This design comes from an exercise in tuning for small area and a short achievable clock period on the open sky130 flow, not from production work. In this exercise RTL edits were held to simulation tests only and were not proved equivalent to the original.

Setup of v2:
==> flow/design.v (excerpt) <==
module mul_calc #
(
    parameter ENRGY_DATA_WIDTH = 40,
    parameter AXI_DATA_WIDTH = 32
)
(
    input                       aclk,
    input                       aresetn,
    input wire signed [31:0]    Thresh,
    input wire signed [31:0]    Ratio,
    input wire [24:0]           num_fft_pts,
    input [ENRGY_DATA_WIDTH-1 : 0]  energy,
    input                           e_ready,
    output [AXI_DATA_WIDTH-1:0]     m_axis_a_tdata,
    input                           m_axis_a_tready,
    output reg                      m_axis_a_tvalid,
    output reg [AXI_DATA_WIDTH-1:0] m_axis_b_tdata,
    input                           m_axis_b_tready,
    output reg                      m_axis_b_tvalid
);
localparam K = 16;
function [2:0] qds;
    input [2:0] di;
    input [6:0] y;
    reg signed [6:0] m_n1, m_0, m_1, m_2;
    reg signed [6:0] ys;
    begin
        case (di)
            3'd0: begin m_n1 = -13; m_0 = -4; m_1 = 4; m_2 = 12; end
            3'd1: begin m_n1 = -15; m_0 = -6; m_1 = 4; m_2 = 14; end
            3'd2: begin m_n1 = -16; m_0 = -6; m_1 = 4; m_2 = 15; end
            3'd3: begin m_n1 = -18; m_0 = -6; m_1 = 4; m_2 = 16; end
            3'd4: begin m_n1 = -20; m_0 = -6; m_1 = 6; m_2 = 18; end
            3'd5: begin m_n1 = -20; m_0 = -6; m_1 = 6; m_2 = 20; end
            3'd6: begin m_n1 = -22; m_0 = -6; m_1 = 8; m_2 = 20; end
            default: begin m_n1 = -24; m_0 = -8; m_1 = 8; m_2 = 24; end
        endcase
        ys = y;
        if (ys >= m_2)       qds = 3'b110;
        else if (ys >= m_1)  qds = 3'b101;
        else if (ys >= m_0)  qds = 3'b000;
        else if (ys >= m_n1) qds = 3'b001;
        else                 qds = 3'b010;
    end
endfunction
function [68:0] srt_stage;    
    input [32:0] ps;
    input [32:0] pc;
    input [1:0]  xb;
    input [30:0] dl;
    reg [32:0] vs, vc, m, a, cy;
  ...
For scale: roughly 11000 cells after synthesis, roughly 260 flip-flops, roughly 83000 um^2 of cells after synthesis.
Settings: LEC_CHECK=0, ABC_AREA=1, CAP_MARGIN=20, CORE_MARGIN=2, CORE_UTILIZATION=40, SLEW_MARGIN=20; clock period 450.0 ns.
standard.sh (not shown) runs the stock make flow with config.mk's settings and CLKGATE_MAP_FILE= SYNTH_SCRIPT=/design/flow/synth_recipe.tcl, a recipe that flattens the netlist after the stock synthesis.
==> flow/flow/run.sh <==
#!/bin/bash
set -euo pipefail
bash standard.sh SETUP_SLACK_MARGIN=288 finish > standard_flow.log 2>&1
Input changes introduced in v42 (baseline for comparison: v2):
==> flow/run.sh (new file) <==
#!/bin/bash
# synth_recipe.tcl (not shown) runs the flow's synth.tcl, then flattens the netlist and writes it again
# the make line also repeats each setting of config.mk as NAME=value (left out here)
make -C /OpenROAD-flow-scripts/flow DESIGN_CONFIG=/design/flow/config.mk WORK_HOME=/design/flow/orfs CLKGATE_MAP_FILE= SYNTH_SCRIPT=/design/flow/synth_recipe.tcl finish
removed: flow/flow/run.sh
removed: flow/standard.sh
### Flow results
Length of routed met2 wiring ended up 1000 um lower on v42 than on v2.
The lower worst-case setup margin in the final layout came out of v42.
Density: v42 sparser than v2
Fmax: v42 lower than v2
Comparing v42 and v2, the lower clock period minus final worst setup slack is on v2.
diff inputs: v42 => v31
==> flow/flow/run.sh (new file) <==
#!/bin/bash
set -euo pipefail
bash standard.sh SETUP_SLACK_MARGIN=292 SKIP_PIN_SWAP=1 SKIP_GATE_CLONING=1 finish > standard_flow.log 2>&1
==> flow/standard.sh (new file) <==
#!/bin/bash
# synth_recipe.tcl (not shown) runs the flow's synth.tcl, then flattens the netlist and writes it again
# the make line also repeats each setting of config.mk as NAME=value (left out here)
make -C /OpenROAD-flow-scripts/flow DESIGN_CONFIG=/design/flow/config.mk WORK_HOME=/design/flow/orfs CLKGATE_MAP_FILE= SYNTH_SCRIPT=/design/flow/synth_recipe.tcl "${@:-finish}"
removed: flow/run.sh
- Compared v31 against v42; global-route met3 utilization within noise.
- Cell area: v31 > v42
- Higher largest stage delay on the critical path was reported by v42, not v31.
- [compare] base=v42 new=v31: register cell area after layout neither gained nor lost much, final layout net count went up, core occupancy in the finished layout went up 0.91 points, critical path depth saw an increase, final critical-path share of the clock period decreased 2.1 points.
- Global-route wire length before repair on v31 is behind v42.

* * *

mul_calc again, from the RTL that the note above started with.
export LEC_CHECK = 0
export ABC_AREA = 1
export CAP_MARGIN = 20
export CORE_MARGIN = 2
export CORE_UTILIZATION = 40
export SLEW_MARGIN = 20
create_clock -name core_clock -period 450.0 [get_ports {aclk}]
==> flow/flow/run.sh <==
#!/bin/bash
set -euo pipefail
bash standard.sh SETUP_SLACK_MARGIN=290 SKIP_PIN_SWAP=1 SKIP_GATE_CLONING=1 finish > standard_flow.log 2>&1
Then changed:
==> flow/run.sh (new file) <==
#!/bin/bash
# synth_recipe.tcl (not shown) runs the flow's synth.tcl, then flattens the netlist and writes it again
# the make line also repeats each setting of config.mk as NAME=value (left out here)
make -C /OpenROAD-flow-scripts/flow DESIGN_CONFIG=/design/flow/config.mk WORK_HOME=/design/flow/orfs CLKGATE_MAP_FILE= SYNTH_SCRIPT=/design/flow/synth_recipe.tcl finish
--- a/flow/config.mk
+++ b/flow/config.mk
@@ -8 +7,0 @@
-export ABC_AREA = 1
removed: flow/flow/run.sh
removed: flow/standard.sh
Outcome:
- setup slack gets worse by 13 ns
- cell count drops by about 9%
- design area went down by 2.1%
- die area falls by about 1.2%
- routed wire length came out higher by about 6%
- global-route usage increases by 1.9 points
- area after synthesis falls by 1.2%
Then changed:
==> flow/flow/run.sh (new file) <==
#!/bin/bash
set -euo pipefail
bash standard.sh SETUP_SLACK_MARGIN=292 SKIP_PIN_SWAP=1 SKIP_GATE_CLONING=1 finish > standard_flow.log 2>&1
==> flow/standard.sh (new file) <==
#!/bin/bash
# synth_recipe.tcl (not shown) runs the flow's synth.tcl, then flattens the netlist and writes it again
# the make line also repeats each setting of config.mk as NAME=value (left out here)
make -C /OpenROAD-flow-scripts/flow DESIGN_CONFIG=/design/flow/config.mk WORK_HOME=/design/flow/orfs CLKGATE_MAP_FILE= SYNTH_SCRIPT=/design/flow/synth_recipe.tcl "${@:-finish}"
--- a/flow/config.mk
+++ b/flow/config.mk
@@ -7,0 +8 @@
+export ABC_AREA = 1
@@ -10 +11,2 @@
-export CORE_UTILIZATION = 40
+export CORE_UTILIZATION = 55
+export PLACE_DENSITY = 0.7
removed: flow/run.sh
What happened: Final cell count grows by 4.0%; clock-buffer cell count goes down by 3; wire length came out lower by 8.8%; hold slack barely changes; setup slack is better by 15 ns; cell area rose by 1.8%; register-to-register slack improves by 10 ns; via count rose by 5.1%; die area fell by 26%; non-clock buffer count went up by 71.
Then changed:
==> flow/flow/run.sh (replaced) <==
#!/bin/bash
set -euo pipefail
bash standard.sh SETUP_SLACK_MARGIN=292 finish > standard_flow.log 2>&1
--- a/flow/config.mk
+++ b/flow/config.mk
@@ -11,2 +11 @@
-export CORE_UTILIZATION = 55
-export PLACE_DENSITY = 0.7
+export CORE_UTILIZATION = 40
The new run finished with timing, DRC and antenna clean. Design area came out higher by about 1.3%. Sequential share of layout area barely changes. Non-clock buffer count came out lower by 12. Utilization came out lower by 16 points. Die area came out higher by about 37%. Fmax barely changes.
Then changed:
==> flow/flow/run.sh (replaced) <==
#!/bin/bash
set -euo pipefail
bash standard.sh SETUP_SLACK_MARGIN=294 finish > standard_flow.log 2>&1
The new run completed with no timing, DRC or antenna violations.
Worst setup slack gets better by 1.8 ns.
Synthesized area does not change.
Register-to-register slack gets better by 1.6 ns.
First-iteration DRC count increases by 1.2%.
Wire length increases by 1.4%.
Non-clock buffer count increases by 53.
Utilization increases by 0.67 points.
Then changed:
==> flow/flow/run.sh (replaced) <==
#!/bin/bash
set -euo pipefail
bash standard.sh SETUP_SLACK_MARGIN=292 finish > standard_flow.log 2>&1
--- a/flow/config.mk
+++ b/flow/config.mk
@@ -8 +7,0 @@
-export ABC_AREA = 1
The new run passed the timing, DRC and antenna checks.
Setup slack degrades by 2.7 ns.
Wire length went up by about 7%.
Via count fell by 3.4%.
Sequential share of layout area stays flat.
Utilization increases by 0.45 points.
Final area barely changes.
Worst hold slack is better by 0.0047 ns.
Critical path depth went down by 61.
Synthesized cell count decreases by about 10%.
Maximum frequency is lower by 1.7%.

-- re-timing with driven ports --
Ports are ideal in the flow. The routed layouts listed here were re-timed in OpenROAD. Step 1: set_driving_cell puts a clkbuf_16 on aclk and a buf_2 on each other input, an assumption about the parent block. Step 2 moves the port delays by t, midway between the first and last clock arrival at a register: inputs arrive t later, outputs are due t later. That takes back most of the time a late clock gives input paths. Slacks: ideal ports / drivers / drivers and shift; pairs: ideal ports / drivers.
run	t (ns)	setup WS [ns]	worst hold slack (ns)	cell pins on the clock port's net
v2	0.676	292.537 / 292.460 / 291.967	0.478 / 0.478 / 0.478	1
v42	0.676	286.344 / 286.267 / 286.894	0.478 / 0.478 / 0.478	1
v31	0.675	295.846 / 295.770 / 296.098	0.475 / 0.475 / 0.475	1
the first run of note 2	0.676	294.135 / 294.057 / 293.978	0.475 / 0.475 / 0.475	1
the second run of note 2	0.619	280.694 / 280.639 / 281.258	0.480 / 0.480 / 0.480	1
the third run of note 2	0.661	295.590 / 295.517 / 295.924	0.479 / 0.479 / 0.479	1
the fourth run of note 2	0.674	295.731 / 295.654 / 295.844	0.476 / 0.476 / 0.476	1
the fifth run of note 2	0.676	297.510 / 297.433 / 297.486	0.476 / 0.476 / 0.476	1
the sixth run of note 2	0.621	294.829 / 294.805 / 294.184	0.481 / 0.481 / 0.481	1
After both steps setup and hold are still met in every run listed. The setup slack of the sixth run of note 2, which loses most, moves by -0.024 ns with the drivers and by -0.645 ns with both steps.
